This design comes from an exercise in tuning for small area on the open sky130 flow, not from production work.
At most, simulation tests tie the RTL to the original design; equivalence was not proved.
No functional check of the RTL was part of runs 1 to 3.
Power is estimated from default activity; no workload was simulated.

$ cat flow/design.v
module booth_enc4 (
    input  [7:0] k,
    output [3:0] one,
    output [3:0] two,
    output [3:0] neg
);
    wire [8:0] kx = {k, 1'b0};
    genvar i;
    generate
        for (i = 0; i < 4; i = i + 1) begin : dig
            wire b0 = kx[2*i];
            wire b1 = kx[2*i+1];
            wire b2 = kx[2*i+2];
            assign one[i] = b1 ^ b0;
            assign two[i] = (b2 & ~b1 & ~b0) | (~b2 & b1 & b0);
            assign neg[i] = b2;
        end
    endgenerate
endmodule
module mac_lane (
    input  [8:0] a,
    input  [3:0] one,
    input  [3:0] two,
    input  [3:0] neg,
    input  [7:0] q,
    output [8:0] y
);
    wire t1 = (one[0] & q[0]) ^ neg[0];
    wire t2 = ((one[0] & q[1]) | (two[0] & q[0])) ^ neg[0];
    wire t3 = ((one[0] & q[2]) | (two[0] & q[1])) ^ neg[0];
    wire t4 = ((one[0] & q[3]) | (two[0] & q[2])) ^ neg[0];
    wire t5 = ((one[0] & q[4]) | (two[0] & q[3])) ^ neg[0];
    wire t6 = ((one[0] & q[5]) | (two[0] & q[4])) ^ neg[0];
    wire t7 = ((one[0] & q[6]) | (two[0] & q[5])) ^ neg[0];
    wire t8 = ((one[0] & q[7]) | (two[0] & q[6])) ^ neg[0];
    wire t9 = ((one[0] & q[7]) | (two[0] & q[7])) ^ neg[0];
    wire t10 = (one[1] & q[0]) ^ neg[1];
    wire t11 = ((one[1] & q[1]) | (two[1] & q[0])) ^ neg[1];
    wire t12 = ((one[1] & q[2]) | (two[1] & q[1])) ^ neg[1];
    wire t13 = ((one[1] & q[3]) | (two[1] & q[2])) ^ neg[1];
    wire t14 = ((one[1] & q[4]) | (two[1] & q[3])) ^ neg[1];
    wire t15 = ((one[1] & q[5]) | (two[1] & q[4])) ^ neg[1];
    wire t16 = ((one[1] & q[6]) | (two[1] & q[5])) ^ neg[1];
    wire t17 = (one[2] & q[0]) ^ neg[2];
    wire t18 = ((one[2] & q[1]) | (two[2] & q[0])) ^ neg[2];
    wire t19 = ((one[2] & q[2]) | (two[2] & q[1])) ^ neg[2];
    wire t20 = ((one[2] & q[3]) | (two[2] & q[2])) ^ neg[2];
    wire t21 = ((one[2] & q[4]) | (two[2] & q[3])) ^ neg[2];
    wire t22 = (one[3] & q[0]) ^ neg[3];
    wire t23 = ((one[3] & q[1]) | (two[3] & q[0])) ^ neg[3];
    wire t24 = ((one[3] & q[2]) | (two[3] & q[1])) ^ neg[3];
    wire t25 = a[0] ^ neg[0];
    wire t26 = a[0] & neg[0];
    wire t27 = a[1] ^ t26;
    wire t28 = a[1] & t26;
    wire t29 = a[2] ^ neg[1] ^ t3;
    wire t30 = (a[2] & neg[1]) | (a[2] & t3) | (neg[1] & t3);
    wire t31 = t10 ^ t28;
    wire t32 = t10 & t28;
    wire t33 = a[3] ^ t4 ^ t11;
    wire t34 = (a[3] & t4) | (a[3] & t11) | (t4 & t11);
    wire t35 = t32 ^ t30;
    wire t36 = t32 & t30;
    wire t37 = a[4] ^ neg[2] ^ t5;
    wire t38 = (a[4] & neg[2]) | (a[4] & t5) | (neg[2] & t5);
    wire t39 = t12 ^ t17 ^ t37;
    wire t40 = (t12 & t17) | (t12 & t37) | (t17 & t37);
    wire t41 = t34 ^ t36;
    wire t42 = t34 & t36;
    wire t43 = a[5] ^ t6 ^ t13;
    wire t44 = (a[5] & t6) | (a[5] & t13) | (t6 & t13);
    wire t45 = t18 ^ t38 ^ t43;
    wire t46 = (t18 & t38) | (t18 & t43) | (t38 & t43);
    wire t47 = t40 ^ t42;
    wire t48 = t40 & t42;
    wire t49 = a[6] ^ neg[3] ^ t7;
    wire t50 = (a[6] & neg[3]) | (a[6] & t7) | (neg[3] & t7);
    wire t51 = t14 ^ t19 ^ t22;
    wire t52 = (t14 & t19) | (t14 & t22) | (t19 & t22);
    wire t53 = t49 ^ t44 ^ t51;
    wire t54 = (t49 & t44) | (t49 & t51) | (t44 & t51);
    wire t55 = t46 ^ t53;
    wire t56 = t46 & t53;
    wire t57 = a[7] ^ t8 ^ t15;
    wire t58 = (a[7] & t8) | (a[7] & t15) | (t8 & t15);
    wire t59 = t20 ^ t23 ^ t50;
    wire t60 = (t20 & t23) | (t20 & t50) | (t23 & t50);
    wire t61 = t52 ^ t57 ^ t59;
    wire t62 = (t52 & t57) | (t52 & t59) | (t57 & t59);
    wire t63 = t54 ^ t56;
    wire t64 = t54 & t56;
    wire t65 = a[8] ^ t9 ^ t16;
    wire t66 = t21 ^ t24 ^ t58;
    wire t67 = t65 ^ t66 ^ t60;
    wire t68 = t62 ^ t67;
    wire t69 = t1 ^ t25;
    wire t70 = t1 & t25;
    wire t71 = t2 ^ t27 ^ t70;
    wire t72 = (t2 & t27) | (t2 & t70) | (t27 & t70);
    wire t73 = t29 ^ t31 ^ t72;
    wire t74 = (t29 & t31) | (t29 & t72) | (t31 & t72);
    wire t75 = t33 ^ t35 ^ t74;
    wire t76 = (t33 & t35) | (t33 & t74) | (t35 & t74);
    wire t77 = t39 ^ t41 ^ t76;
    wire t78 = (t39 & t41) | (t39 & t76) | (t41 & t76);
    wire t79 = t45 ^ t47 ^ t78;
    wire t80 = (t45 & t47) | (t45 & t78) | (t47 & t78);
    wire t81 = t48 ^ t55 ^ t80;
    wire t82 = (t48 & t55) | (t48 & t80) | (t55 & t80);
    wire t83 = t61 ^ t63 ^ t82;
    wire t84 = (t61 & t63) | (t61 & t82) | (t63 & t82);
    wire t85 = t64 ^ t68 ^ t84;
    assign y = {t85, t83, t81, t79, t77, t75, t73, t71, t69};
endmodule
module Attention_top #(
    parameter INPUT_WIDTH = 8,
    parameter NUM_CODE_WIDTH = 5,
    parameter MATRIX_SIZE = 3,
    parameter ADDR_WIDTH = $clog2(MATRIX_SIZE**2<<2),
    parameter OUTPUT_WIDTH = $clog2(MATRIX_SIZE*(2**INPUT_WIDTH))-1
)(
    input clk,
    input reset_n,
    input start,
    input softmax_req,DATA_write_EN,
    input  [INPUT_WIDTH*MATRIX_SIZE-1:0] Q_INPUT,
    input [INPUT_WIDTH*MATRIX_SIZE-1:0] MATRIX_INPUT,
    output [MATRIX_SIZE*OUTPUT_WIDTH-1:0] Output_RESULT,
    input output_req
);
    reg [2:0] jsel;          
    reg [2:0] ph;            
    reg       oreq_d;
    reg [2:0] osel;          
    wire clr = jsel[0];
    always @(posedge clk or negedge reset_n) begin
        if (!reset_n) begin
            jsel <= 3'b000;
            oreq_d <= 1'b0;
        end else begin
            if (start) jsel <= 3'b001;
            else if (ph[1]) jsel <= {jsel[1:0], 1'b0};
            oreq_d <= output_req;
        end
    end
    always @(posedge clk) begin
        ph <= start ? 3'b100 : {ph[1:0], ph[2]};
        if (output_req & ~oreq_d) osel <= ph;
    end
    reg [23:0] qw0, qw1, qw2;
    always @(posedge clk) begin
        if (DATA_write_EN) begin
            qw0 <= Q_INPUT;
            qw1 <= qw0;
            qw2 <= qw1;
        end
    end
    reg [7:0] kc0 [0:2];    
    reg [7:0] kc1 [0:2];
    reg [7:0] kc2 [0:2];
    always @(posedge clk) begin
        if (DATA_write_EN | jsel[0]) begin
            kc0[0] <= kc0[1]; kc0[1] <= kc0[2]; kc0[2] <= MATRIX_INPUT[23:16];
        end
        if (DATA_write_EN | jsel[1]) begin
            kc1[0] <= kc1[1]; kc1[1] <= kc1[2]; kc1[2] <= MATRIX_INPUT[15:8];
        end
        if (DATA_write_EN | jsel[2]) begin
            kc2[0] <= kc2[1]; kc2[1] <= kc2[2]; kc2[2] <= MATRIX_INPUT[7:0];
        end
    end
    wire [7:0] kop = ({8{jsel[0]}} & kc0[0]) | ({8{jsel[1]}} & kc1[0]) | ({8{jsel[2]}} & kc2[0]);
    function [7:0] qsel;
        input [23:0] w;
        input [2:0] s;
        qsel = ({8{s[0]}} & w[23:16]) | ({8{s[1]}} & w[15:8]) | ({8{s[2]}} & w[7:0]);
    endfunction
    wire [7:0] q0op = qsel(qw2, jsel);
    wire [7:0] q1op = qsel(qw1, jsel);
    wire [7:0] q2op = qsel(qw0, jsel);
    reg [26:0] rs0, rs1, rs2;
    wire [8:0] a0 = rs2[26:18] & {9{~clr}};
    wire [8:0] a1 = rs2[17:9]  & {9{~clr}};
    wire [8:0] a2 = rs2[8:0]   & {9{~clr}};
    wire [8:0] y0, y1, y2;
    wire [3:0] b_one, b_two, b_neg;
    booth_enc4 kenc (.k(kop), .one(b_one), .two(b_two), .neg(b_neg));
    mac_lane lane0 (.a(a0), .one(b_one), .two(b_two), .neg(b_neg), .q(q0op), .y(y0));
    mac_lane lane1 (.a(a1), .one(b_one), .two(b_two), .neg(b_neg), .q(q1op), .y(y1));
    mac_lane lane2 (.a(a2), .one(b_one), .two(b_two), .neg(b_neg), .q(q2op), .y(y2));
    always @(posedge clk) begin
        rs0 <= {y0, y1, y2};
        rs1 <= rs0;
        rs2 <= rs1;
    end
    assign Output_RESULT = ({27{osel[0]}} & rs0) | ({27{osel[1]}} & rs1) | ({27{osel[2]}} & rs2);
endmodule
$ cat flow/run.sh
#!/bin/bash
# synth_recipe.tcl (not shown) runs the flow's synth.tcl, then flattens the netlist and writes it again
# the make line also repeats each setting of config.mk as NAME=value (left out here)
make -C /OpenROAD-flow-scripts/flow DESIGN_CONFIG=/design/flow/config.mk WORK_HOME=/design/flow/orfs CLKGATE_MAP_FILE= SYNTH_SCRIPT=/design/flow/synth_recipe.tcl finish
$ cat flow/config.mk
export PLATFORM = sky130hd
export DESIGN_NAME = Attention_top
export DESIGN_NICKNAME = Attention_top
export VERILOG_FILES = /design/flow/design.v
export SDC_FILE = /design/flow/constraint.sdc
export NUM_CORES = 4
export LEC_CHECK = 0
export ABC_AREA = 1
export CAP_MARGIN = 20
export CORE_MARGIN = 2
export CORE_UTILIZATION = 60
export CTS_CLUSTER_DIAMETER = 100
export CTS_CLUSTER_SIZE = 30
export SLEW_MARGIN = 20
$ cat flow/constraint.sdc
create_clock -name core_clock -period 5.0 [get_ports {clk}]
set_input_delay 1.0000 -clock core_clock [delete_from_list [all_inputs] [get_ports {clk}]]
set_output_delay 1.0000 -clock core_clock [all_outputs]
set_load 0.01 [all_outputs]
==> results.cfg, run 1 <==
[grt]
grt_start_max_net_pins = 73
antenna_found_initial = 0
grt_pass1_vias = 7288
grt-ovfl-total = 0
grt_first_pass_wirelength_um = 36700
grtUsageTotal_pct = 23.8

[sta]
slew_violations = 0
setup_violations = 0
layout_setup_ws_ns = 0.209
period_share_pct = 95.8
tns_ns = 0
timing.fmax_mhz = 209
slew_headroom_pct = 32.8
min_period_ns = 4.79
worst_hold_slack_ns = 0.349
finalHoldViolations = 0
clock_skew_ns = 0.0186
rsz0062_at_grt = yes
tightest_slew_ns = 1.01

[placed_design]
port_buffers = 79
gp_congestion = 0.913
placed_area_sq_mm = 0.0125
dp_slack_ns = -0.0378
dpl.hpwl_um = 17000
place_inst = 1369

[power]
ir_drop_mv = 0.276
p_per_area_mw_per_mm2 = 511
switching_share_pct = 36.0
p_total_mw = 6.83
power.switching_mw = 2.46
combPwrFrac_pct = 44.8
p_leak_nw = 5.86
p_clk_share_pct = 14.7
power_frac_seq_pct = 40.5
power.internal_mw = 4.37

[worst_hold_path]
min_to = rs1[12]
hp-class = reg -> reg
hold_depth = 0
min_from = rs0[12]

[critical_path]
worstReg2RegEnd = rs0[8]
ff2ff_path_depth = 27
required_ns = 5.43
crit_path_end_kind = flop
crit_path_max_fanout = 8
worstReg2RegStart = jsel[0]
setup.worst_path.start_class = flop
rrSetupSlack_ns = 0.21
path_class = reg -> reg
arrival_ns = 5.22

[clocking]
clock_latency_ns = 0.48
clock-sinks = 235
cts_root_buf = clkbuf_16
cts_inserted_buffers = 11
clk_path_buf_depth = 3
cts_tree = done
clk_pin_slew_ns = 0.11
cts_hold_buf = 0
htree_levels = 1

[routing]
drtIter0Drc = 382
via_count = 7430
first_pass_iters = 5
route.detailed.drc = 0
avgRoutedWirePerCell_um = 17.0
vias_per_cell = 5.28
drtAntennaViolNets = 0
drt-total-wl_um = 23900

[yosys]
syn_inst = 1048
yosysUniqueCellTypes = 32
synth_area_sq_mm = 0.0112
synth_top_cell_by_area = edfxtp_1
synth.net_count = 1186
avgSynthCellArea_sq_um = 10.7
yosys_warnings = 4
synth.top_cell.area_share_pct = 39.4
yosys-top-cells-area = edfxtp_1 (39%), dfxtp_1 (15%), fa_1 (10%), nand2_1 (9.4%), inv_1 (4.4%)
ys_ff_latch = 235
ys_seq_area_share_pct = 55.3

[floorplan]
core_area_sq_mm = 0.0181
design.die.area_sq_mm = 0.0198
die_h_um = 141
initial_utilization_pct = 61.8
ioPinCount = 81
die_x_um = 141
row_count = 49

[run]
maxCapViolCount = 0

[final_layout]
layout_commonest_cell = nand2_1
fin_area_sq_mm = 0.0134
n_antenna_cell = 0
final_cell_count_no_fill = 1408
final_cell_mix = nand2_1 (273), edfxtp_1 (147), inv_1 (119)
fin_util_pct = 73.6
syn2layout_area_growth_pct = 19.2
drive_gt1_share_pct = 15.8
fin_nets = 1314

[run_status]
status = timing/DRC/antenna clean
## cell usage after synthesis
| cell type | instances |
|---|---|
| dfrtp_1 | 4 |
| o211ai_1 | 12 |
| o21ai_2 | 1 |
| buf_6 | 6 |
| edfxtp_1 | 147 |
| nand2_2 | 12 |
| ha_1 | 27 |
| o21ai_1 | 1 |
| xnor2_1 | 7 |
| o22ai_2 | 3 |
| o21ai_0 | 18 |
| buf_2 | 12 |
| xor2_1 | 49 |
| nand2_1 | 281 |
| dfxtp_1 | 84 |
| nand3_2 | 5 |
| inv_1 | 132 |
| or2_1 | 1 |
| o22ai_1 | 31 |
| xnor2_4 | 1 |
| nand2_4 | 4 |
| nand3_4 | 1 |
| inv_2 | 5 |
| nor2_8 | 1 |
| nor2_1 | 38 |
| buf_4 | 5 |
| nand3_1 | 77 |
| a21oi_1 | 10 |
| clkbuf_1 | 12 |
| buf_1 | 3 |
| fa_1 | 57 |
| nor2_2 | 1 |
## area by class of cell
| class | count | area, sq um |
|---|---|---|
| sequential | 235 | 6200 |
| fill | 1287 | 4790 |
| multi-input combinational | 638 | 4500 |
| timing repair buffer | 153 | 1530 |
| inverter | 137 | 523 |
| clock buffer | 16 | 315 |
| tap | 229 | 287 |
## power groups by stage
| stage | Clock, mW | Combinational [mW] | Sequential, mW |
|---|---|---|---|
| after floorplan | 0 | 2.00 | 2.73 |
| after global placement | 0 | 2.70 | 2.78 |
| after detailed placement | 0 | 2.81 | 2.80 |
| after CTS | 1.02 | 2.85 | 2.76 |
| after global routing | 1.08 | 3.51 | 2.81 |
| final | 1.00 | 3.06 | 2.76 |
## flip-flops by register name, summed over array words and instances, names as in the netlist, 24 cells and up
name  flops
kc1      24
rs1      27
rs2      27
qw0      24
kc0      24
qw2      24
kc2      24
qw1      24
rs0      27
## worst max-delay path, stage by stage, from the launching register on
cell      delay, ns
dfrtp_2        0.54
nand2_2        0.13
nand3_4        0.12
buf_12         0.17
buf_4          0.16
o211ai_1       0.19
o21ai_2        0.11
fa_2           0.56
inv_1          0.05
fa_2           0.38
fa_2           0.34
inv_2          0.07
fa_2           0.20
fa_2           0.19
inv_2          0.03
fa_2           0.32
inv_2          0.07
fa_2           0.22
xnor2_2        0.12
xor2_1         0.23
inv_1          0.08
nand2_2        0.07
nand2_1        0.06
nand2_1        0.07
nand2_2        0.06
nand2_1        0.06
inv_1          0.03
nor2_1         0.09
## cells by family after synthesis
logic type / share of synthesized area [%]
and+or+nand+nor: 16.1
xor gates and xnor gates: 4.62
AOI/OAI and AO/OA: 4.24
DFF: 55.3
adders and majority gates: 13.2
buffers and inverters: 6.56
## worst max path at each step
stage,endpoint,slack (ns),cells past startpoint,startpoint
floorplan,rs0[17],0.20,28,jsel[0]
global placement,rs0[17],0.10,26,jsel[0]
detailed placement,rs0[26],-0.04,24,jsel[0]
CTS,rs0[26],0.01,24,jsel[0]
global route,rs0[8],-0.04,26,jsel[0]
finish,rs0[8],0.21,27,jsel[0]
## metal layers
layer	vias to the layer above	global-route usage, %	part of all wire, %
met3	36	4.55	5.6
met4	0	6.84	2.6
met5	-	0	0
li1	3627	-	-
met2	215	40.0	48
met1	3552	32.0	43
## what timing repair did
item	in CTS	in global routing
cloned	0	5
endpoints found under the setup margin	2	3
hold endpoints to repair	0	0
pin swaps	0	27
gates resized for setup	4	86
buffers inserted	0	18
==> run 2, diff against run 1 <==
--- a/flow/design.v
+++ b/flow/design.v
@@ -132,7 +132,7 @@
     reg [2:0] ph;            
     reg       oreq_d;
     reg [2:0] osel;          
-    wire clr = jsel[0];
+    wire clr = start | (jsel[0] & ~ph[1]);
     always @(posedge clk or negedge reset_n) begin
         if (!reset_n) begin
             jsel <= 3'b000;
@@ -179,9 +179,9 @@
     wire [7:0] q1op = qsel(qw1, jsel);
     wire [7:0] q2op = qsel(qw0, jsel);
     reg [26:0] rs0, rs1, rs2;
-    wire [8:0] a0 = rs2[26:18] & {9{~clr}};
-    wire [8:0] a1 = rs2[17:9]  & {9{~clr}};
-    wire [8:0] a2 = rs2[8:0]   & {9{~clr}};
+    wire [8:0] a0 = rs2[26:18];
+    wire [8:0] a1 = rs2[17:9];
+    wire [8:0] a2 = rs2[8:0];
     wire [8:0] y0, y1, y2;
     wire [3:0] b_one, b_two, b_neg;
     booth_enc4 kenc (.k(kop), .one(b_one), .two(b_two), .neg(b_neg));
@@ -191,7 +191,7 @@
     always @(posedge clk) begin
         rs0 <= {y0, y1, y2};
         rs1 <= rs0;
-        rs2 <= rs1;
+        rs2 <= rs1 & {27{~clr}};
     end
     assign Output_RESULT = ({27{osel[0]}} & rs0) | ({27{osel[1]}} & rs1) | ({27{osel[2]}} & rs2);
 endmodule
==> run 2 against run 1 <==
Cell area shrank 1.0%. Wire length decreased by 4.9%. Fmax increased by 0.35%. Via count is 0.44% lower. Sequential cell count unchanged. Combinational power is 6% lower. Register-to-register slack improved by 0.02 ns. Largest power group unchanged. Highest routed layer unchanged.
==> results.cfg, run 2 <==
[run_status]
status = timing/DRC/antenna clean

[sta]
min_period_ns = 4.77
worst_hold_slack_ns = 0.346
clock_skew_ns = 0.0324
slew_violations = 0
finalHoldViolations = 0
tns_ns = 0
period_share_pct = 95.5
timing.fmax_mhz = 209
tightest_slew_ns = 1.06
setup_violations = 0
slew_headroom_pct = 29.4

[final_layout]
syn2layout_area_growth_pct = 18.9
top_regs = rs0: 27 flops, rs1: 27 flops, rs2: 27 flops
regArea_sq_mm = 0.00620
drive_gt1_share_pct = 12.5
fin_util_pct = 73.1
layout_commonest_cell = nand2_1
fillers = 1304
final_cell_mix = nand2_1 (294), edfxtp_1 (147), inv_1 (135)
n_antenna_cell = 0
fin_nets = 1325
multi_input_area_sq_mm = 0.00440

[grt]
use_met1_pct = 32.7
grtUsageTotal_pct = 23.2
grt_start_max_net_pins = 73
grt_most_used_layer = met2
antenna_found_initial = 0
grt_pass1_vias = 7085
grt-ovfl-total = 0
grt_first_pass_wirelength_um = 36100
grt_use_met2_pct = 38.9
grt_use_met3_pct = 3.76

[worst_hold_path]
min_to = rs1[4]
hold_depth = 0
hp-class = reg -> reg
min_from = rs0[4]

[yosys]
synth.net_count = 1190
synth_top_cell_by_area = edfxtp_1
yosysUniqueCellTypes = 28
synth.top_cell.area_share_pct = 39.7
avgSynthCellArea_sq_um = 10.6
ys_ff_latch = 235
synthFlopType = edfxtp_1
yosys-top-cells-area = edfxtp_1 (40%), dfxtp_1 (15%), fa_1 (10%), nand2_1 (10%), inv_1 (4.6%)
synth_area_sq_mm = 0.0111
netlist_top_cells_count = nand2_1 (304), edfxtp_1 (147), inv_1 (137)
async_flop_share_pct = 1.70
yosys_warnings = 4
ys_seq_area_share_pct = 55.7
syn_inst = 1052
synth_enable_flop_cells = 147
synthMostInstantiatedCell = nand2_1

[routing]
via_count = 7397
route.detailed.drc = 0
vias_per_cell = 5.21
avgRoutedWirePerCell_um = 16.0
drt-total-wl_um = 22700
first_pass_iters = 18
drtAntennaViolNets = 0
drtIter0Drc = 518

[critical_path]
arrival_ns = 5.17
ff2ff_path_depth = 24
rrSetupSlack_ns = 0.23
slowest_delay_ns = 0.54
path_class = reg -> reg
worstReg2RegEnd = rs0[17]
required_ns = 5.39
cp_slowest_cell = dfrtp_2
crit_path_max_fanout = 8
setup.worst_path.start_class = flop
crit_path_end_kind = flop
worstReg2RegStart = jsel[2]
worstPathCellList = nand2_2, nand3_4, buf_12, buf_6, buf_4, buf_4, o21ai_2, fa_1, inv_1, fa_1, inv_1, fa_2, fa_1, inv_1, fa_1, inv_1, fa_2, xnor2_2, xor2_1, nand3_1, nand2_2, inv_1, nand3_1, nand2_1
worst_path_most_repeated_cell = inv_1

[clocking]
cts_root_buf = clkbuf_16
cts_inserted_buffers = 11
htree_levels = 1
cts_hold_buf = 0
clock_latency_ns = 0.49
cts_tree = done
clock-sinks = 235
clk_pin_slew_ns = 0.11
clk_path_buf_depth = 3

[floorplan]
core_area_sq_mm = 0.0181
row_count = 49
initial_utilization_pct = 61.5
die_x_um = 140
ioPinCount = 81
design.die.area_sq_mm = 0.0196
die_h_um = 140

[placed_design]
dpl.hpwl_um = 16500
gp_congestion = 0.938
port_buffers = 79

[power]
p_per_area_mw_per_mm2 = 489
ir_drop_mv = 0.310
p_leak_nw = 5.91

[run]
maxCapViolCount = 0
[run 2: cells by family after synthesis]
family / share of synthesized area, %
AO/OA/AOI/OAI: 3.77
XOR/XNOR: 4.65
adder cells (fa/ha/maj): 13.3
AND/OR/NAND/NOR: 16.2
flip-flops: 55.7
buffers and inverters: 6.36
[run 2: timing repair]
item / 4_1_cts / 5_1_grt
gates cloned: 0 / 4
pin swaps: 0 / 18
resized for setup: 4 / 55
setup buffers: 0 / 13
setup endpoints to repair: 3 / 3
[run 2: power by group]
| part | internal (mW) | switching, mW |
|---|---|---|
| combinational | 1.31 | 1.59 |
| sequential | 2.46 | 0.166 |
| clock | 0.414 | 0.537 |
[run 2: critical path, delay by kind of cell, from the launching register on]
kind / cells / cell delay (ns)
simple gates: 6 / 0.56
xor+xnor: 2 / 0.39
fa+ha+maj: 6 / 2.33
compound gates: 1 / 0.07
buf+inv: 9 / 0.78
flops: 1 / 0.54
[run 2: worst max-delay path by stage]
stage                         end  slack, ns  startpoint  cells after the start
after floorplan           rs0[17]       0.09     jsel[2]                     24
after global placement    rs0[17]       0.03     jsel[1]                     24
after detailed placement  rs0[26]      0.002     jsel[2]                     25
after CTS                  rs0[8]       0.01     jsel[2]                     24
after global routing      rs0[17]      -0.03     jsel[2]                     24
final                     rs0[17]       0.23     jsel[2]                     24
[run 2: area by class of cell]
class | instances | area share [%]
Inverter | 143 | 4.08
Multi-Input combinational cell | 643 | 33.3
Sequential cell | 235 | 46.9
Clock inverter | 1 | 0.0473
Timing Repair Buffer | 153 | 11.4
Tap cell | 229 | 2.17
Clock buffer | 15 | 2.20
[run 2: layer usage]
| metal | wire length [um] | part of all wire, % | vias to the layer above |
|---|---|---|---|
| met5 | 0 | 0 | - |
| met1 | 9820 | 43 | 3489 |
| met3 | 1220 | 5.4 | 45 |
| li1 | - | - | 3653 |
| met4 | 620 | 2.7 | 0 |
| met2 | 11000 | 49 | 210 |
[run 2: stage by stage]
stage | cell area [sq um] | setup slack (ns) | instances | total power [mW]
CTS | 12900 | 0.0123 | 1402 | 6.37
finish | 13200 | 0.226 | 1419 | 6.47
global route | 13200 | -0.0260 | 1419 | 7.05
floorplan | 11100 | 0.0940 | 1052 | 4.58
global placement | 12500 | 0.0328 | 1386 | 5.32
detailed placement | 12500 | 0.00204 | 1386 | 5.41
==> run 3, diff against run 2 <==
==> flow/flow/run.sh (new file) <==
#!/bin/bash
# Own layout flow: the standard ORFS flow (standard.sh, unchanged synthesis),
# with the port buffers made of the smallest buffer cell (sky130_fd_sc_hd__buf_1)
# instead of the default choice. Every input and output port still gets a buffer.
set -euo pipefail
cd "$(dirname "$0")/.."
bash standard.sh "BUFFER_PORTS_ARGS=-buffer_cell sky130_fd_sc_hd__buf_1" finish > flow_standard.log 2>&1
==> flow/standard.sh (new file) <==
#!/bin/bash
# synth_recipe.tcl (not shown) runs the flow's synth.tcl, then flattens the netlist and writes it again
# the make line also repeats each setting of config.mk as NAME=value (left out here)
make -C /OpenROAD-flow-scripts/flow DESIGN_CONFIG=/design/flow/config.mk WORK_HOME=/design/flow/orfs CLKGATE_MAP_FILE= SYNTH_SCRIPT=/design/flow/synth_recipe.tcl "${@:-finish}"
removed: flow/run.sh
==> run 3 against run 2 <==
Combinational power decreased by 4%. Die area unchanged. Synthesized cell count unchanged. Sequential cell count unchanged. Area after synthesis unchanged. Sequential power about the same. Hold slack improved by 0.0011 ns. Via count decreased by 0.95%. Largest power group unchanged.
==> results.cfg, run 3 <==
[run_status]
status = timing/DRC/antenna clean

[power]
p_leak_nw = 5.71
power.switching_mw = 2.28
combPwrFrac_pct = 43.4
power_frac_seq_pct = 41.2
switching_share_pct = 36.0
power.internal_mw = 4.06
p_clk_share_pct = 15.3
ir_drop_mv = 0.365
p_per_area_mw_per_mm2 = 499

[sta]
layout_setup_ws_ns = 0.179
min_period_ns = 4.82
tightest_slew_ns = 1.02
slew_violations = 0
slew_headroom_pct = 31.9
setup_violations = 0
timing.fmax_mhz = 207
period_share_pct = 96.4
clock_skew_ns = 0.0201
finalHoldViolations = 0

[floorplan]
die_x_um = 140
initial_utilization_pct = 61.5
die_h_um = 140
row_count = 49
core_area_sq_mm = 0.0181
ioPinCount = 81
design.die.area_sq_mm = 0.0196

[clocking]
clk_path_buf_depth = 3
cts_root_buf = clkbuf_16
htree_levels = 1
clock_latency_ns = 0.48
clock-sinks = 235
cts_inserted_buffers = 11
cts_tree = done
clk_pin_slew_ns = 0.11

[grt]
grt_start_max_net_pins = 73
grtUsageTotal_pct = 22.7
grt_first_pass_wirelength_um = 35000
grt-ovfl-total = 0
grt_pass1_vias = 6885
antenna_found_initial = 0

[final_layout]
layout_commonest_cell = nand2_1
top_regs = rs0: 27 flops, rs1: 27 flops, rs2: 27 flops
fin_nets = 1327
syn2layout_area_growth_pct = 14.5
final_cell_mix = nand2_1 (298), edfxtp_1 (147), inv_1 (135)
drive_gt1_share_pct = 12.7
final_cell_count_no_fill = 1422
n_antenna_cell = 0

[critical_path]
setup.worst_path.start_class = flop
required_ns = 5.38
arrival_ns = 5.20
crit_path_end_kind = flop
path_class = reg -> reg
crit_path_max_fanout = 8

[routing]
drt-total-wl_um = 22100
via_count = 7327
route.detailed.drc = 0
avgRoutedWirePerCell_um = 15.6
first_pass_iters = 22
drtIter0Drc = 511
vias_per_cell = 5.15
drtAntennaViolNets = 0

[yosys]
syn_inst = 1052
synth.top_cell.area_share_pct = 39.7
synthMostInstantiatedCell = nand2_1
synth_area_sq_mm = 0.0111
netlist_top_cells_count = nand2_1 (304), edfxtp_1 (147), inv_1 (137)
yosysUniqueCellTypes = 28
synth.net_count = 1190
ys_seq_area_share_pct = 55.7
synth_enable_flop_cells = 147
yosys-top-cells-area = edfxtp_1 (40%), dfxtp_1 (15%), fa_1 (10%), nand2_1 (10%), inv_1 (4.6%)
synth_top_cell_by_area = edfxtp_1
avgSynthCellArea_sq_um = 10.6
yosys_warnings = 4
ys_ff_latch = 235
async_flop_share_pct = 1.70
synthFlopType = edfxtp_1

[placed_design]
port_buffers = 79
dp_slack_ns = -0.0828
gp_congestion = 0.934
place_inst = 1389
dpl.hpwl_um = 16200

[worst_hold_path]
hp-class = in -> async

[run]
maxCapViolCount = 0
==> run 3: power groups by stage <==
stage	logic (mW)	clock network, mW	registers, mW
detailed placement	2.62	0	2.66
CTS	2.65	1.00	2.62
finish	2.76	0.973	2.62
global placement	2.55	0	2.65
global route	3.20	1.06	2.66
floorplan	1.96	0	2.61
==> run 3: timing repair <==
action | CTS | global route
endpoints found under the hold margin | 0 | 0
cloned | 0 | 3
gates resized for setup | 3 | 54
setup endpoints to repair | 3 | 3
hold buffers | 0 | 0
pin swaps | 0 | 17
buffers inserted | 0 | 13
==> run 3: layout make-up <==
type | count | area [sq um]
Fill cell | 1429 | 5360
Clock inverter | 1 | 5.00
Sequential cell | 235 | 6200
Tap cell | 229 | 287
Multi-Input combinational cell | 642 | 4380
Inverter | 143 | 542
Timing Repair Buffer | 156 | 1010
Clock buffer | 16 | 304
==> run 3: critical path: stages (launching register included) <==
cell and delay, ns:
dfrtp_2 0.57, buf_12 0.17, nand2_1 0.07, nand3_2 0.12, inv_1 0.07, o211ai_1 0.20, o21ai_2 0.11, fa_1 0.50
inv_1 0.04, fa_1 0.48, inv_1 0.06, fa_2 0.39, fa_1 0.38, inv_1 0.08, fa_1 0.16, inv_1 0.05
fa_1 0.38, xnor2_1 0.15, xnor2_1 0.23, xor2_1 0.21, nand3_1 0.09, nand2_1 0.09, inv_1 0.04, nand2_1 0.05
nand2_1 0.06
==> run 3: through the flow <==
stage          utilization (%)  cell area [sq um]  hold slack, ns  TNS [ns]  power, mW
2_1_floorplan                -              11100           0.331         0       4.58
4_1_cts                   68.4              12400           0.350         0       6.27
6_report                  70.4              12700           0.347         0       6.35
3_5_place_dp              66.6              12000           0.336    -0.122       5.28
3_3_place_gp              66.6              12000           0.333         0       5.20
5_1_grt                   70.4              12700           0.358   -0.0614       6.91
==> run 3: path summary, 6_finish.rpt <==
kind / from / to / slack [ns] / cells after the start
max: jsel[2] / rs0[8] / 0.18 / 24
max in group asynchronous: reset_n / jsel[0] / 4.43 / 1
min: reset_n / oreq_d / 0.35 / 1
max reg2reg: jsel[2] / rs0[8] / 0.18 / 24
min in group core_clock: rs0[19] / rs1[19] / 0.36 / 0
min reg2reg: rs0[19] / rs1[19] / 0.36 / 0
==> run 3: kinds of logic (layout without fill, tap and decap cells) <==
kind of cell,Yosys count,after routing,synth area share (%)
adder cells (fa/ha/maj),84,84,13.3
flip-flops,235,235,55.7
XOR/XNOR,59,59,4.65
buffers and inverters,175,316,6.36
AND/OR/NAND/NOR,433,433,16.2
AO/OA/AOI/OAI,66,66,3.77
==> run 3: metal layers <==
layer / vias up / wire length [um] / global-route usage (%)
met5: - / 0 / 0
met1: 3486 / 10100 / 32.3
met2: 165 / 10800 / 38.6
li1: 3656 / - / -
met3: 20 / 885 / 2.39
met4: 0 / 357 / 5.00
==> run 4, diff against run 3 <==
--- a/flow/design.v
+++ b/flow/design.v
@@ -2,7 +2,7 @@
     input  [7:0] k,
     output [3:0] one,
     output [3:0] two,
-    output [3:0] neg
+    output [3:0] negn
 );
     wire [8:0] kx = {k, 1'b0};
     genvar i;
@@ -13,7 +13,7 @@
             wire b2 = kx[2*i+2];
             assign one[i] = b1 ^ b0;
             assign two[i] = (b2 & ~b1 & ~b0) | (~b2 & b1 & b0);
-            assign neg[i] = b2;
+            assign negn[i] = ~b2;
         end
     endgenerate
 endmodule
@@ -184,14 +184,14 @@
     wire [8:0] a2 = rs2[8:0];
     wire [8:0] y0, y1, y2;
     wire [3:0] b_one, b_two, b_neg;
-    booth_enc4 kenc (.k(kop), .one(b_one), .two(b_two), .neg(b_neg));
+    booth_enc4 kenc (.k(kop), .one(b_one), .two(b_two), .negn(b_neg));
     mac_lane lane0 (.a(a0), .one(b_one), .two(b_two), .neg(b_neg), .q(q0op), .y(y0));
     mac_lane lane1 (.a(a1), .one(b_one), .two(b_two), .neg(b_neg), .q(q1op), .y(y1));
     mac_lane lane2 (.a(a2), .one(b_one), .two(b_two), .neg(b_neg), .q(q2op), .y(y2));
     always @(posedge clk) begin
         rs0 <= {y0, y1, y2};
         rs1 <= rs0;
-        rs2 <= rs1 & {27{~clr}};
+        rs2 <= rs1 | {27{clr}};
     end
-    assign Output_RESULT = ({27{osel[0]}} & rs0) | ({27{osel[1]}} & rs1) | ({27{osel[2]}} & rs2);
+    assign Output_RESULT = ~(({27{osel[0]}} & rs0) | ({27{osel[1]}} & rs1) | ({27{osel[2]}} & rs2));
 endmodule
==> flow/run.sh (new file) <==
#!/bin/bash
# synth_recipe.tcl (not shown) runs the flow's synth.tcl, then flattens the netlist and writes it again
# the make line also repeats each setting of config.mk as NAME=value (left out here)
make -C /OpenROAD-flow-scripts/flow DESIGN_CONFIG=/design/flow/config.mk WORK_HOME=/design/flow/orfs CLKGATE_MAP_FILE= SYNTH_SCRIPT=/design/flow/synth_recipe.tcl finish
removed: flow/flow/run.sh
removed: flow/standard.sh
==> run 4 against run 3 <==
Sequential power is essentially flat. Synthesized cell count down 5.3%. Critical path depth grew 4. Clock skew rose by 0.0050 ns. Die area rose by 0.26%. Cell area grew 8.9%. Global-route usage grew 0.81 points. Via count fell by 0.42%. Utilization is 6.2 points higher. Largest power group unchanged. Power increased by 16%. Setup slack worse by 0.0026 ns.
==> results.cfg, run 4 <==
[yosys]
ys_ff_latch = 235
synthMostInstantiatedCell = nand2_1
synth_top_cell_by_area = edfxtp_1
syn_inst = 996
yosysUniqueCellTypes = 33
yosys-top-cells-area = edfxtp_1 (40%), dfxtp_1 (15%), fa_1 (10%), nand2_1 (7.4%), xor2_1 (4.9%)
synthFlopType = edfxtp_1
avgSynthCellArea_sq_um = 11.2
synth_area_sq_mm = 0.0111
netlist_top_cells_count = nand2_1 (219), edfxtp_1 (147), inv_1 (116)
yosys_warnings = 4
ys_seq_area_share_pct = 55.6
synth.net_count = 1134
synth_enable_flop_cells = 147
synth.top_cell.area_share_pct = 39.6
async_flop_share_pct = 1.70

[power]
p_per_area_mw_per_mm2 = 530
ir_drop_mv = 0.437
p_leak_nw = 6.00

[critical_path]
path_delay_family = adder cells
worst_path_most_repeated_cell = nand2_1
crit_path_end_kind = flop
required_ns = 5.37
slowest_delay_ns = 0.56
ff2ff_path_depth = 28
setup.worst_path.start_class = flop
arrival_ns = 5.20
worstReg2RegEnd = rs0[8]
path_class = reg -> reg
critPathBufInv = 6
worstReg2RegStart = jsel[2]
crit_path_max_fanout = 15
rrSetupSlack_ns = 0.18
cp_slowest_cell = fa_1

[final_layout]
fillers = 1224
n_antenna_cell = 0
final_cell_mix = nand2_1 (182), edfxtp_1 (147), inv_1 (94)
syn2layout_area_growth_pct = 24.3
layout_commonest_cell = nand2_1
drive_gt1_share_pct = 25.1
regArea_sq_mm = 0.00620
multi_input_area_sq_mm = 0.00483
fin_nets = 1299
fin_util_pct = 76.6
top_regs = rs0: 27 flops, rs1: 27 flops, rs2: 27 flops
fin_area_sq_mm = 0.0139

[routing]
drt-total-wl_um = 22700
drtAntennaViolNets = 0
route.detailed.drc = 0
avgRoutedWirePerCell_um = 16.3
via_count = 7296
first_pass_iters = 5
drtIter0Drc = 410
vias_per_cell = 5.23

[floorplan]
core_area_sq_mm = 0.0181
die_x_um = 140
die_h_um = 140
row_count = 49
ioPinCount = 81
design.die.area_sq_mm = 0.0197
initial_utilization_pct = 61.6

[sta]
clock_skew_ns = 0.0251
slew_headroom_pct = 30.9
worst_hold_slack_ns = 0.353
tightest_slew_ns = 1.03
rsz0062_at_grt = yes
period_share_pct = 96.5
layout_setup_ws_ns = 0.177
finalHoldViolations = 0
setup_violations = 0
tns_ns = 0
min_period_ns = 4.82
slew_violations = 0
timing.fmax_mhz = 207

[placed_design]
port_buffers = 79
gp_congestion = 0.926
dp_slack_ns = -0.397
dpl.hpwl_um = 16800
placed_area_sq_mm = 0.0128

[grt]
grtUsageTotal_pct = 23.6
grt_start_max_net_pins = 73
grt_use_met2_pct = 39.3
grt_pass1_vias = 7319
use_met1_pct = 31.1
grt_use_met3_pct = 4.55
antenna_found_initial = 0
grt-ovfl-total = 0
grt_most_used_layer = met2
grt_first_pass_wirelength_um = 36400

[clocking]
htree_levels = 1
cts_tree = done
clk_path_buf_depth = 3
cts_root_buf = clkbuf_16
clock-sinks = 235
clk_pin_slew_ns = 0.10
cts_inserted_buffers = 12
clock_latency_ns = 0.49

[run]
maxCapViolCount = 0

[worst_hold_path]
min_to = rs1[23]
min_from = rs0[23]
hp-class = reg -> reg
hold_depth = 0

[run_status]
status = timing/DRC/antenna clean
## run 4: power breakdown
| group | internal (mW) | switching, mW | leakage (nW) | total (mW) |
|---|---|---|---|---|
| Sequential | 2.47 | 0.165 | 2.20 | 2.64 |
| Combinational | 1.66 | 1.98 | 3.62 | 3.64 |
| Clock | 0.488 | 0.576 | 0.174 | 1.06 |
## run 4: logic make-up after synthesis
family,share of synthesized area [%]
AND/OR/NAND/NOR,13.7
adder cells (fa/ha/maj),13.3
buffers and inverters,5.59
AO/OA/AOI/OAI,6.46
flip-flops,55.6
XOR/XNOR,5.34
multiplexers,0.0898
## run 4: metal layers
metal	share of wire, %	wire length, um
met1	43	9660
met2	49	11000
met3	5.2	1190
met4	3.7	840
met5	0	0
## run 4: worst reg2reg max path: cells and delay by family (launching register included)
kind / cells / cell delay (ns)
xor+xnor: 3 / 0.53
fa+ha+maj: 6 / 2.10
flops: 1 / 0.47
simple gates: 12 / 0.93
compound gates: 1 / 0.09
buf+inv: 6 / 0.61
## run 4: timing repair
action / CTS / global route
setup endpoints to repair: 3 / 3
buffers inserted: 4 / 10
resized for setup: 46 / 136
gates cloned: 0 / 0
pin swaps: 6 / 74
hold buffers: 0 / 0
## run 4: worst max path at each step
stage	startpoint	endpoint	slack (ns)	cells past startpoint
after floorplan	jsel[1]	rs0[17]	0.08	27
after global placement	jsel[1]	rs0[8]	-0.23	28
after detailed placement	jsel[1]	rs0[8]	-0.40	28
after CTS	jsel[1]	rs0[26]	0.00004	27
after global routing	jsel[1]	rs0[8]	-0.12	30
final	jsel[2]	rs0[8]	0.18	28
## run 4: stage by stage
| step | instances | total power, mW |
|---|---|---|
| finish | 1396 | 7.34 |
| global route | 1396 | 8.02 |
| CTS | 1388 | 7.10 |
| global placement | 1364 | 5.82 |
| floorplan | 996 | 4.95 |
| detailed placement | 1364 | 5.91 |
## run 4: area by class of cell
cell class | count | share of cell area, %
flip-flops and latches | 235 | 44.7
clock buffers | 17 | 2.46
well taps | 229 | 2.07
multi-input cells | 607 | 34.8
repair buffers | 184 | 12.4
inverters | 121 | 3.31
clock inverters | 3 | 0.153
==> run 5, diff against run 4 <==
--- a/flow/design.v
+++ b/flow/design.v
@@ -54,39 +54,39 @@
     wire t27 = a[1] ^ t26;
     wire t28 = a[1] & t26;
     wire t29 = a[2] ^ neg[1] ^ t3;
-    wire t30 = (a[2] & neg[1]) | (a[2] & t3) | (neg[1] & t3);
+    wire t30 = (a[2] & neg[1]) | (t3 & (a[2] ^ neg[1]));
     wire t31 = t10 ^ t28;
     wire t32 = t10 & t28;
     wire t33 = a[3] ^ t4 ^ t11;
-    wire t34 = (a[3] & t4) | (a[3] & t11) | (t4 & t11);
+    wire t34 = (a[3] & t4) | (t11 & (a[3] ^ t4));
     wire t35 = t32 ^ t30;
     wire t36 = t32 & t30;
     wire t37 = a[4] ^ neg[2] ^ t5;
-    wire t38 = (a[4] & neg[2]) | (a[4] & t5) | (neg[2] & t5);
+    wire t38 = (a[4] & neg[2]) | (t5 & (a[4] ^ neg[2]));
     wire t39 = t12 ^ t17 ^ t37;
-    wire t40 = (t12 & t17) | (t12 & t37) | (t17 & t37);
+    wire t40 = (t12 & t17) | (t37 & (t12 ^ t17));
     wire t41 = t34 ^ t36;
     wire t42 = t34 & t36;
     wire t43 = a[5] ^ t6 ^ t13;
-    wire t44 = (a[5] & t6) | (a[5] & t13) | (t6 & t13);
+    wire t44 = (a[5] & t6) | (t13 & (a[5] ^ t6));
     wire t45 = t18 ^ t38 ^ t43;
-    wire t46 = (t18 & t38) | (t18 & t43) | (t38 & t43);
+    wire t46 = (t18 & t38) | (t43 & (t18 ^ t38));
     wire t47 = t40 ^ t42;
     wire t48 = t40 & t42;
     wire t49 = a[6] ^ neg[3] ^ t7;
-    wire t50 = (a[6] & neg[3]) | (a[6] & t7) | (neg[3] & t7);
+    wire t50 = (a[6] & neg[3]) | (t7 & (a[6] ^ neg[3]));
     wire t51 = t14 ^ t19 ^ t22;
-    wire t52 = (t14 & t19) | (t14 & t22) | (t19 & t22);
+    wire t52 = (t14 & t19) | (t22 & (t14 ^ t19));
     wire t53 = t49 ^ t44 ^ t51;
-    wire t54 = (t49 & t44) | (t49 & t51) | (t44 & t51);
+    wire t54 = (t49 & t44) | (t51 & (t49 ^ t44));
     wire t55 = t46 ^ t53;
     wire t56 = t46 & t53;
     wire t57 = a[7] ^ t8 ^ t15;
-    wire t58 = (a[7] & t8) | (a[7] & t15) | (t8 & t15);
+    wire t58 = (a[7] & t8) | (t15 & (a[7] ^ t8));
     wire t59 = t20 ^ t23 ^ t50;
-    wire t60 = (t20 & t23) | (t20 & t50) | (t23 & t50);
+    wire t60 = (t20 & t23) | (t50 & (t20 ^ t23));
     wire t61 = t52 ^ t57 ^ t59;
-    wire t62 = (t52 & t57) | (t52 & t59) | (t57 & t59);
+    wire t62 = (t52 & t57) | (t59 & (t52 ^ t57));
     wire t63 = t54 ^ t56;
     wire t64 = t54 & t56;
     wire t65 = a[8] ^ t9 ^ t16;
@@ -96,19 +96,19 @@
     wire t69 = t1 ^ t25;
     wire t70 = t1 & t25;
     wire t71 = t2 ^ t27 ^ t70;
-    wire t72 = (t2 & t27) | (t2 & t70) | (t27 & t70);
+    wire t72 = (t2 & t27) | (t70 & (t2 ^ t27));
     wire t73 = t29 ^ t31 ^ t72;
-    wire t74 = (t29 & t31) | (t29 & t72) | (t31 & t72);
+    wire t74 = (t29 & t31) | (t72 & (t29 ^ t31));
     wire t75 = t33 ^ t35 ^ t74;
-    wire t76 = (t33 & t35) | (t33 & t74) | (t35 & t74);
+    wire t76 = (t33 & t35) | (t74 & (t33 ^ t35));
     wire t77 = t39 ^ t41 ^ t76;
-    wire t78 = (t39 & t41) | (t39 & t76) | (t41 & t76);
+    wire t78 = (t39 & t41) | (t76 & (t39 ^ t41));
     wire t79 = t45 ^ t47 ^ t78;
-    wire t80 = (t45 & t47) | (t45 & t78) | (t47 & t78);
+    wire t80 = (t45 & t47) | (t78 & (t45 ^ t47));
     wire t81 = t48 ^ t55 ^ t80;
-    wire t82 = (t48 & t55) | (t48 & t80) | (t55 & t80);
+    wire t82 = (t48 & t55) | (t80 & (t48 ^ t55));
     wire t83 = t61 ^ t63 ^ t82;
-    wire t84 = (t61 & t63) | (t61 & t82) | (t63 & t82);
+    wire t84 = (t61 & t63) | (t82 & (t61 ^ t63));
     wire t85 = t64 ^ t68 ^ t84;
     assign y = {t85, t83, t81, t79, t77, t75, t73, t71, t69};
 endmodule
==> flow/flow/run.sh (new file) <==
#!/bin/bash
# Own layout flow: the standard ORFS flow (standard.sh, unchanged synthesis),
# with the port buffers made of the smallest buffer cell (sky130_fd_sc_hd__buf_1)
# instead of the default choice. Every input and output port still gets a buffer.
set -euo pipefail
cd "$(dirname "$0")/.."
bash standard.sh "BUFFER_PORTS_ARGS=-buffer_cell sky130_fd_sc_hd__buf_1" finish > flow_standard.log 2>&1
==> flow/standard.sh (new file) <==
#!/bin/bash
# synth_recipe.tcl (not shown) runs the flow's synth.tcl, then flattens the netlist and writes it again
# the make line also repeats each setting of config.mk as NAME=value (left out here)
make -C /OpenROAD-flow-scripts/flow DESIGN_CONFIG=/design/flow/config.mk WORK_HOME=/design/flow/orfs CLKGATE_MAP_FILE= SYNTH_SCRIPT=/design/flow/synth_recipe.tcl "${@:-finish}"
removed: flow/run.sh
==> run 5 against run 4 <==
Clock power is 6% lower. Clock skew hardly changed. Register-to-register slack worse by 0.02 ns. Sequential power hardly changed. Wire length is 5.1% lower. Cell area is 9.2% lower. Area after synthesis is 0.95% lower. Power is 11% lower. Non-clock buffer count is 38 lower. Largest power group unchanged. Highest routed layer unchanged.
==> results.cfg, run 5 <==
[run_status]
status = timing/DRC/antenna clean

[critical_path]
path_class = reg -> reg
cp_slowest_cell = fa_1
crit_path_max_fanout = 15
crit_path_end_kind = flop
arrival_ns = 5.27
path_delay_family = adder cells
required_ns = 5.43
critPathBufInv = 9
setup.worst_path.start_class = flop
slowest_delay_ns = 0.51
worst_path_most_repeated_cell = inv_1

[yosys]
synthFlopType = edfxtp_1
yosys_warnings = 4
synth_top_cell_by_area = edfxtp_1
syn_inst = 977
ys_seq_area_share_pct = 56.1
synth.net_count = 1115
synth_area_sq_mm = 0.0110
yosysUniqueCellTypes = 35
synth.top_cell.area_share_pct = 40.0
async_flop_share_pct = 1.70
yosys-top-cells-area = edfxtp_1 (40%), dfxtp_1 (15%), fa_1 (10%), nand2_1 (6.8%), xor2_1 (4.4%)
synthMostInstantiatedCell = nand2_1
synth_enable_flop_cells = 147
avgSynthCellArea_sq_um = 11.3
ys_ff_latch = 235
netlist_top_cells_count = nand2_1 (200), edfxtp_1 (147), inv_1 (125)

[sta]
rsz0062_at_grt = yes
tightest_slew_ns = 1.03
clock_skew_ns = 0.0247
tns_ns = 0
period_share_pct = 96.8
slew_headroom_pct = 31.0
finalHoldViolations = 0
slew_violations = 0
min_period_ns = 4.84
setup_violations = 0
timing.fmax_mhz = 207

[clocking]
clock_latency_ns = 0.48
clock-sinks = 235
cts_hold_buf = 0
cts_inserted_buffers = 11
htree_levels = 1
clk_pin_slew_ns = 0.11
cts_tree = done
cts_root_buf = clkbuf_16
clk_path_buf_depth = 3

[placed_design]
port_buffers = 79
gp_congestion = 0.901
dpl.hpwl_um = 16100

[floorplan]
initial_utilization_pct = 61.3
core_area_sq_mm = 0.0180
die_x_um = 140
ioPinCount = 81
design.die.area_sq_mm = 0.0195
row_count = 49
die_h_um = 140

[final_layout]
top_regs = rs0: 27 flops, rs1: 27 flops, rs2: 27 flops
layout_commonest_cell = nand2_1
fin_util_pct = 69.8
final_cell_mix = nand2_1 (192), edfxtp_1 (147), inv_1 (118)
drive_gt1_share_pct = 16.2
n_antenna_cell = 0
fillers = 1351
fin_nets = 1243
syn2layout_area_growth_pct = 13.9

[routing]
drtIter0Drc = 397
avgRoutedWirePerCell_um = 16.1
drtAntennaViolNets = 0
drt-total-wl_um = 21600
first_pass_iters = 5
route.detailed.drc = 0
vias_per_cell = 5.25
via_count = 7023

[grt]
grt_pass1_vias = 6793
grtUsageTotal_pct = 22.5
antenna_found_initial = 0
grt_first_pass_wirelength_um = 34700
grt_start_max_net_pins = 73
grt-ovfl-total = 0

[power]
combPwrFrac_pct = 44.4
power.switching_mw = 2.36
ir_drop_mv = 0.488
switching_share_pct = 36.1
p_total_mw = 6.54
p_clk_share_pct = 15.3
p_leak_nw = 5.51
power_frac_seq_pct = 40.4
power.internal_mw = 4.18
p_per_area_mw_per_mm2 = 520

[worst_hold_path]
hp-class = in -> async

[run]
maxCapViolCount = 0
## run 5: cell types whose count changed after synthesis, sizes merged, moves of 3 or more
| cell | before | now |
|---|---|---|
| inv | 121 | 128 |
| nor2 | 21 | 29 |
| xor2 | 62 | 55 |
| o211ai | 5 | 0 |
| a21oi | 29 | 32 |
| nand3 | 58 | 55 |
| nand2 | 229 | 208 |
| o21ai | 21 | 14 |
| clkbuf | 14 | 11 |
| o221ai | 0 | 4 |
| o22ai | 29 | 39 |
## run 5: repair_timing
action | in CTS | in global routing
endpoints found under the setup margin | 3 | 3
resized for setup | 21 | 47
pin swaps | 14 | 25
setup buffers | 2 | 4
cloned | 0 | 1
## run 5: worst register-to-register path, cell delays in order (launching register included)
cell     delay [ns]
dfrtp_2        0.50
buf_4          0.16
buf_4          0.12
nand2_1        0.10
nand3_4        0.13
inv_2          0.10
nand2_2        0.07
nand2_2        0.11
buf_4          0.24
o22ai_2        0.10
xor2_1         0.16
fa_1           0.51
inv_1          0.05
fa_2           0.34
fa_2           0.40
fa_1           0.43
inv_1          0.09
fa_1           0.16
inv_1          0.05
fa_1           0.37
xor2_1         0.19
xor2_1         0.20
inv_1          0.06
nand3_1        0.07
nand2_1        0.05
inv_1          0.04
## run 5: kinds of logic after synthesis
kind of cell / share of synthesized area, %
fa+ha+maj: 13.4
xor+xnor: 4.75
buf+inv: 6.02
flops: 56.1
compound gates: 7.05
simple gates: 12.7
## run 5: routing by layer
layer  GRT usage, %  vias up  routed length, um
met5              0        -                  0
met4           7.58        0                802
met3           3.37       46               1110
met2           36.4      197              10000
met1           31.6     3290               9610
li1               -     3490                  -
## run 5: power by group through the flow
| stage | Clock (mW) | Combinational (mW) | Sequential, mW |
|---|---|---|---|
| detailed placement | 0 | 2.81 | 2.68 |
| finish | 0.997 | 2.90 | 2.64 |
| global route | 1.09 | 3.40 | 2.69 |
| global placement | 0 | 2.72 | 2.66 |
| CTS | 1.02 | 2.87 | 2.64 |
| floorplan | 0 | 2.14 | 2.62 |
## run 5: layout make-up
| type | instances | area [sq um] | area share (%) |
|---|---|---|---|
| Sequential cell | 235 | 6200 | 49.3 |
| Tap cell | 229 | 287 | 2.28 |
| Multi-Input combinational cell | 583 | 4390 | 34.9 |
| Clock buffer | 17 | 319 | 2.54 |
| Inverter | 128 | 485 | 3.86 |
| Timing Repair Buffer | 146 | 902 | 7.17 |
## run 5: path summary, 6_finish.rpt
kind,endpoint,from,slack (ns),cells past startpoint
setup / recovery,rs0[17],jsel[1],0.16,25
hold / removal,oreq_d,reset_n,0.33,1
setup reg to reg,rs0[17],jsel[1],0.16,25
hold reg to reg,rs1[10],rs0[10],0.36,0
max in group asynchronous,jsel[1],reset_n,4.44,1
min in group core_clock,rs1[10],rs0[10],0.36,0
## run 5: through the flow
stage / setup slack (ns) / hold WS (ns) / std cells / area [sq um]
6_report: 0.161 / 0.330 / 1338 / 12600
5_1_grt: -0.0787 / 0.321 / 1338 / 12600
4_1_cts: 0.0196 / 0.325 / 1333 / 12300
3_5_place_dp: -0.237 / 0.339 / 1314 / 12000
3_3_place_gp: -0.152 / 0.336 / 1314 / 12000
2_1_floorplan: 0.00748 / 0.331 / 977 / 11100
==> run 6, diff against run 5 <==
--- a/flow/config.mk
+++ b/flow/config.mk
@@ -8,7 +8,7 @@
 export ABC_AREA = 1
 export CAP_MARGIN = 20
 export CORE_MARGIN = 2
-export CORE_UTILIZATION = 60
+export CORE_UTILIZATION = 75
 export CTS_CLUSTER_DIAMETER = 100
 export CTS_CLUSTER_SIZE = 30
 export SLEW_MARGIN = 20
==> run 6 against run 5 <==
Sequential power is essentially flat. Power is 1.4% higher. Count of clock-buffer cells in the layout is 1 lower. Final cell count shrank 3.5%. Sequential share of layout area up 0.36 points. Still clean on timing, DRC and antenna.
==> results.cfg, run 6 <==
[yosys]
synth_enable_flop_cells = 147
syn_inst = 977
avgSynthCellArea_sq_um = 11.3
synth_top_cell_by_area = edfxtp_1
synth-xor-area-share_pct = 4.75
synth_area_sq_mm = 0.0110
synth_compound_area_share_pct = 7.05
synthSimpleGateAreaFrac_pct = 12.7
yosys.area_share.adder_pct = 13.4
synth.top_cell.area_share_pct = 40.0
synth_mux_area_share_pct = 0
synth_top_family_by_area = adder cells
synthMostInstantiatedCell = nand2_1
async_flop_share_pct = 1.70
ys_ff_latch = 235
yosysUniqueCellTypes = 35
synthFlopType = edfxtp_1
netlist_top_cells_count = nand2_1 (200), edfxtp_1 (147), inv_1 (125)
yosys-top-cells-area = edfxtp_1 (40%), dfxtp_1 (15%), fa_1 (10%), nand2_1 (6.8%), xor2_1 (4.4%)
ys_seq_area_share_pct = 56.1
synth.net_count = 1115
yosys_warnings = 4

[critical_path]
worstPathCellList = nand2_2, nand2_2, nor2_4, buf_12, buf_12, ha_4, ha_1, fa_2, fa_2, fa_2, fa_2, fa_2, inv_2, fa_1, inv_1, fa_2, xor2_1, xor2_1, xnor2_1, nand2_1, nand2_2, inv_1, nand2_1, nand2_1
crit_path_max_fanout = 5
critPathBufInv = 5
required_ns = 5.38
path_delay_family = adder cells
worst_path_most_repeated_cell = fa_2
path_class = reg -> reg
setup.worst_path.start_class = flop
cp_slowest_cell = dfrtp_2
arrival_ns = 5.24
slowest_delay_ns = 0.47
crit_path_end_kind = flop

[routing]
first_pass_iters = 8
drt-total-wl_um = 25100
drtAntennaViolNets = 0
vias_per_cell = 5.90
via_count = 7623
avgRoutedWirePerCell_um = 19.4
drtIter0Drc = 714
route.detailed.drc = 0

[grt]
antenna_found_initial = 0
grt-ovfl-total = 0
grtUsageTotal_pct = 32.5
grt_start_max_net_pins = 73
grt_first_pass_wirelength_um = 39600
grt_pass1_vias = 7603

[final_layout]
fillers = 708
n_antenna_cell = 0
final_cell_count_no_fill = 1291
drive_gt1_share_pct = 15.9
layout_commonest_cell = nand2_1
syn2layout_area_growth_pct = 13.1
fin_nets = 1241
top_regs = rs0: 27 flops, rs1: 27 flops, rs2: 27 flops
final_cell_mix = nand2_1 (189), edfxtp_1 (147), inv_1 (116)

[clocking]
clk_path_buf_depth = 3
cts_tree = done
clock_latency_ns = 0.48
htree_levels = 1
cts_root_buf = clkbuf_16
clock-sinks = 235
clk_pin_slew_ns = 0.11
cts_inserted_buffers = 11

[sta]
layout_setup_ws_ns = 0.137
period_share_pct = 97.3
timing.fmax_mhz = 206
setup_violations = 0
finalHoldViolations = 0
tightest_slew_ns = 1.04
min_period_ns = 4.86
worst_hold_slack_ns = 0.340
rsz0062_at_grt = yes
tns_ns = 0
clock_skew_ns = 0.0156
slew_headroom_pct = 30.4
slew_violations = 0

[placed_design]
dpl.hpwl_um = 17100
place_inst = 1264
gp_congestion = 0.981
port_buffers = 79
dp_slack_ns = -0.209

[floorplan]
die_x_um = 125
die_h_um = 125
core_area_sq_mm = 0.0145
ioPinCount = 81
initial_utilization_pct = 76.3
design.die.area_sq_mm = 0.0157
row_count = 44

[power]
ir_drop_mv = 0.432
p_per_area_mw_per_mm2 = 531
p_total_mw = 6.63
p_leak_nw = 5.49

[run]
maxCapViolCount = 0

[run_status]
status = timing/DRC/antenna clean

[worst_hold_path]
hp-class = in -> async
==> run 6: changes by cell type in the layout (fill, tap and decap cells not counted), moves of 3 or more <==
cell,change
buf_4,-5
o22ai_1,+4
o22ai_2,-4
buf_12,+3
buf_6,+3
nand2_1,-3
nand2_4,+3
o21ai_0,+3
o21ai_2,-3
==> run 6: final cells by class <==
cell class	instances	area (sq um)	share of cell area (%)
flip-flops and latches	235	6200	49.6
clock inverters	1	7.51	0.0601
clock buffers	16	294	2.35
multi-input cells	583	4370	35.0
well taps	184	230	1.84
repair buffers	144	903	7.23
inverters	128	485	3.89
==> run 6: path summary, 6_finish.rpt <==
| kind | slack [ns] | cells after the start | endpoint | from |
|---|---|---|---|---|
| hold / removal | 0.34 | 1 | jsel[1] | reset_n |
| min in group core_clock | 0.36 | 0 | rs1[4] | rs0[4] |
| setup / recovery | 0.14 | 24 | rs0[26] | jsel[1] |
| hold reg to reg | 0.36 | 0 | rs1[4] | rs0[4] |
| setup reg to reg | 0.14 | 24 | rs0[26] | jsel[1] |
| max in group asynchronous | 4.44 | 1 | jsel[0] | reset_n |
==> run 6: per-stage QoR <==
stage	utilization [%]	cell area, sq um
after global routing	86.3	12500
final	86.3	12500
after floorplan	-	11100
after CTS	84.6	12300
after global placement	82.1	11900
after detailed placement	82.1	11900
==> run 6: what timing repair did <==
action,4_1_cts,5_1_grt
endpoints found under the setup margin,2,3
pin swaps,12,28
buffers inserted,2,8
resized for setup,15,50
cloned,1,0
hold buffers,0,0
==> run 6: kinds of logic after synthesis <==
family                   Yosys count
AO/OA/AOI/OAI                    118
adder cells (fa/ha/maj)           84
buffers and inverters            159
flip-flops                       235
AND/OR/NAND/NOR                  322
XOR/XNOR                          59
==> run 6: power by group <==
part	leakage (nW)	internal [mW]	switching, mW
Clock	0.142	0.417	0.562
Sequential	2.21	2.47	0.181
Combinational	3.15	1.27	1.72
Total	5.49	4.16	2.46
==> run 6: worst register-to-register path, delay by kind of cell (launching register included) <==
kind | cells | cell delay, ns
adders and majority gates | 9 | 2.82
xor gates and xnor gates | 3 | 0.61
DFF | 1 | 0.47
and+or+nand+nor | 7 | 0.47
buffers and inverters | 5 | 0.40
==> run 6: routing by layer <==
metal  wire [um]  global-route usage [%]  vias up
met5           0                       0        -
met4         864                    9.08        0
met3        1950                    5.86       76
met2       12700                    57.0      403
met1        9540                    42.3     3664
li1            -                       -     3480
==> run 7, diff against run 6 <==
==> flow/flow/run.sh (replaced) <==
#!/bin/bash
# Own layout flow: the standard ORFS flow (standard.sh, unchanged synthesis),
# with the port buffers made of the smallest buffer cell (sky130_fd_sc_hd__buf_1)
# instead of the default choice. Every input and output port still gets a buffer.
set -euo pipefail
cd "$(dirname "$0")/.."
bash standard.sh "BUFFER_PORTS_ARGS=-buffer_cell sky130_fd_sc_hd__buf_1" RECOVER_POWER=100 finish > flow_standard.log 2>&1
==> run 7 against run 6 <==
Setup slack got worse by 0.00062 ns. Critical endpoint unchanged. Wire length about the same. Utilization about the same. Critical path depth increased by 2. Highest routed layer unchanged. Combinational power about the same. Clock skew increased by 0.0031 ns. Non-clock buffer count unchanged. Still clean on timing, DRC and antenna. Sequential power about the same. Hold slack got worse by 0.0019 ns. Sequential cell count unchanged. Clock power about the same. Sequential share of layout area about the same.
==> results.cfg, run 7 <==
[critical_path]
slowest_delay_ns = 0.57
crit_path_end_kind = flop
worstReg2RegEnd = rs0[26]
path_class = reg -> reg
critPathBufInv = 7
worstReg2RegStart = jsel[1]
worst_path_most_repeated_cell = fa_2
path_delay_family = adder cells
arrival_ns = 5.24
setup.worst_path.start_class = flop
required_ns = 5.38
rrSetupSlack_ns = 0.14
crit_path_max_fanout = 5
cp_slowest_cell = fa_1
ff2ff_path_depth = 26

[placed_design]
port_buffers = 79
place_inst = 1264
gp_congestion = 0.981
dpl.hpwl_um = 17100
placed_area_sq_mm = 0.0119

[floorplan]
ioPinCount = 81
die_h_um = 125
die_x_um = 125
design.die.area_sq_mm = 0.0157
row_count = 44
initial_utilization_pct = 76.3
core_area_sq_mm = 0.0145

[final_layout]
drive_gt1_share_pct = 15.7
fin_nets = 1241
fin_area_sq_mm = 0.0125
fillers = 710
regArea_sq_mm = 0.00620
final_cell_count_no_fill = 1291
top_regs = rs0: 27 flops, rs1: 27 flops, rs2: 27 flops
layout_commonest_cell = nand2_1
fin_util_pct = 86.2
n_antenna_cell = 0
multi_input_area_sq_mm = 0.00437
syn2layout_area_growth_pct = 13.1
final_cell_mix = nand2_1 (190), edfxtp_1 (147), inv_1 (116)

[yosys]
synth_top_cell_by_area = edfxtp_1
synthMostInstantiatedCell = nand2_1
netlist_top_cells_count = nand2_1 (200), edfxtp_1 (147), inv_1 (125)
yosys-top-cells-area = edfxtp_1 (40%), dfxtp_1 (15%), fa_1 (10%), nand2_1 (6.8%), xor2_1 (4.4%)
async_flop_share_pct = 1.70
synthFlopType = edfxtp_1
synth.top_cell.area_share_pct = 40.0
synth_enable_flop_cells = 147
avgSynthCellArea_sq_um = 11.3
synth_area_sq_mm = 0.0110
yosys_warnings = 4
yosysUniqueCellTypes = 35
ys_seq_area_share_pct = 56.1
syn_inst = 977
ys_ff_latch = 235
synth.net_count = 1115

[sta]
slew_headroom_pct = 29.4
finalHoldViolations = 0
period_share_pct = 97.3
setup_violations = 0
min_period_ns = 4.86
tightest_slew_ns = 1.06
timing.fmax_mhz = 206
slew_violations = 0
tns_ns = 0
rsz0062_at_grt = yes
clock_skew_ns = 0.0186

[clocking]
cts_root_buf = clkbuf_16
cts_inserted_buffers = 11
clk_path_buf_depth = 3
cts_hold_buf = 0
cts_tree = done
htree_levels = 1
clock-sinks = 235
clk_pin_slew_ns = 0.11
clock_latency_ns = 0.48

[worst_hold_path]
hp-class = in -> async

[routing]
vias_per_cell = 5.88
first_pass_iters = 6
avgRoutedWirePerCell_um = 19.5
route.detailed.drc = 0
via_count = 7595
drtIter0Drc = 768
drt-total-wl_um = 25100
drtAntennaViolNets = 0

[run_status]
status = timing/DRC/antenna clean

[grt]
grt_first_pass_wirelength_um = 39600
grt-ovfl-total = 0
grt_start_max_net_pins = 73
grt_pass1_vias = 7603
antenna_found_initial = 0
grtUsageTotal_pct = 32.5

[run]
maxCapViolCount = 0

[power]
p_leak_nw = 5.49
p_total_mw = 6.63
p_per_area_mw_per_mm2 = 531
ir_drop_mv = 0.439
[run 7: final cells by class]
type | instances | area share, %
multi-input combinational | 583 | 35.0
timing repair buffer | 144 | 7.23
sequential | 235 | 49.6
inverter | 128 | 3.89
clock inverter | 1 | 0.0601
clock buffer | 16 | 2.36
tap | 184 | 1.84
[run 7: cell families after synthesis]
kind of cell	synth area share (%)
buffers and inverters	6.02
DFF	56.1
xor gates and xnor gates	4.75
adders and majority gates	13.4
AOI/OAI and AO/OA	7.05
and+or+nand+nor	12.7
[run 7: report_power, final]
part | internal [mW] | switching [mW]
Sequential | 2.47 | 0.181
Combinational | 1.27 | 1.72
Clock | 0.417 | 0.564
Total | 4.16 | 2.46
[run 7: worst max-delay path by stage]
stage	start	to	slack, ns	cells past startpoint
3_3_place_gp	jsel[1]	rs0[17]	-0.09	22
6_report	jsel[1]	rs0[26]	0.14	26
3_5_place_dp	jsel[1]	rs0[17]	-0.21	22
2_1_floorplan	jsel[1]	rs0[17]	0.007	23
5_1_grt	jsel[1]	rs0[26]	-0.10	26
4_1_cts	jsel[0]	rs0[17]	0.02	21
[run 7: what timing repair did]
| action | 4_1_cts | 5_1_grt |
|---|---|---|
| buffers inserted | 2 | 8 |
| pin swaps | 12 | 28 |
| gates resized for setup | 15 | 50 |
| gates cloned | 1 | 0 |
| setup endpoints to repair | 2 | 3 |
[run 7: per-stage QoR]
step / hold slack [ns] / setup slack (ns)
6_report: 0.338 / 0.137
5_1_grt: 0.342 / -0.101
4_1_cts: 0.338 / 0.0218
3_5_place_dp: 0.338 / -0.209
3_3_place_gp: 0.336 / -0.0937
2_1_floorplan: 0.331 / 0.00748
[run 7: routing by layer]
| layer | up-vias | wire length (um) | GRT usage, % |
|---|---|---|---|
| li1 | 3481 | - | - |
| met5 | - | 0 | 0 |
| met3 | 72 | 1970 | 5.86 |
| met1 | 3659 | 9570 | 42.3 |
| met2 | 383 | 12800 | 57.0 |
| met4 | 0 | 811 | 9.08 |
[run 7: worst register-to-register path: stages, from the launching register on]
cell     delay, ns
dfrtp_2       0.49
buf_4         0.16
buf_4         0.13
nand2_2       0.07
nand3_4       0.12
inv_4         0.09
nand2_2       0.08
nand2_4       0.10
o22ai_4       0.08
xor2_2        0.19
fa_1          0.57
inv_2         0.05
fa_2          0.39
fa_2          0.37
fa_2          0.36
inv_2         0.06
fa_1          0.16
inv_1         0.05
fa_2          0.33
xor2_1        0.16
xor2_1        0.28
xnor2_1       0.17
nand2_1       0.09
nand2_2       0.07
inv_1         0.04
nand2_1       0.05
nand2_1       0.04

[re-timing with driven ports]
Ports are ideal in the flow. The routed layouts listed here were re-timed in OpenROAD. Step 1, drivers: a clkbuf_16 drives clk and a buf_2 each remaining input, both assumed. Step 2 also shifts input and output timing later by t, the mid clock arrival at the registers, as if the neighbouring blocks saw the same clock. a / b / c = ideal ports / drivers / drivers and shift; a / b = the first two.
run	t (ns)	setup slack, ns
run 1	0.514	0.209 / 0.209 / 0.209
run 2	0.518	0.226 / 0.226 / 0.226
run 3	0.517	0.179 / 0.179 / 0.179
run 4	0.521	0.177 / 0.176 / 0.176
run 5	0.510	0.161 / 0.161 / 0.161
run 6	0.512	0.137 / 0.137 / 0.137
run 7	0.512	0.137 / 0.137 / 0.137
After both steps every run listed still meets setup and hold.
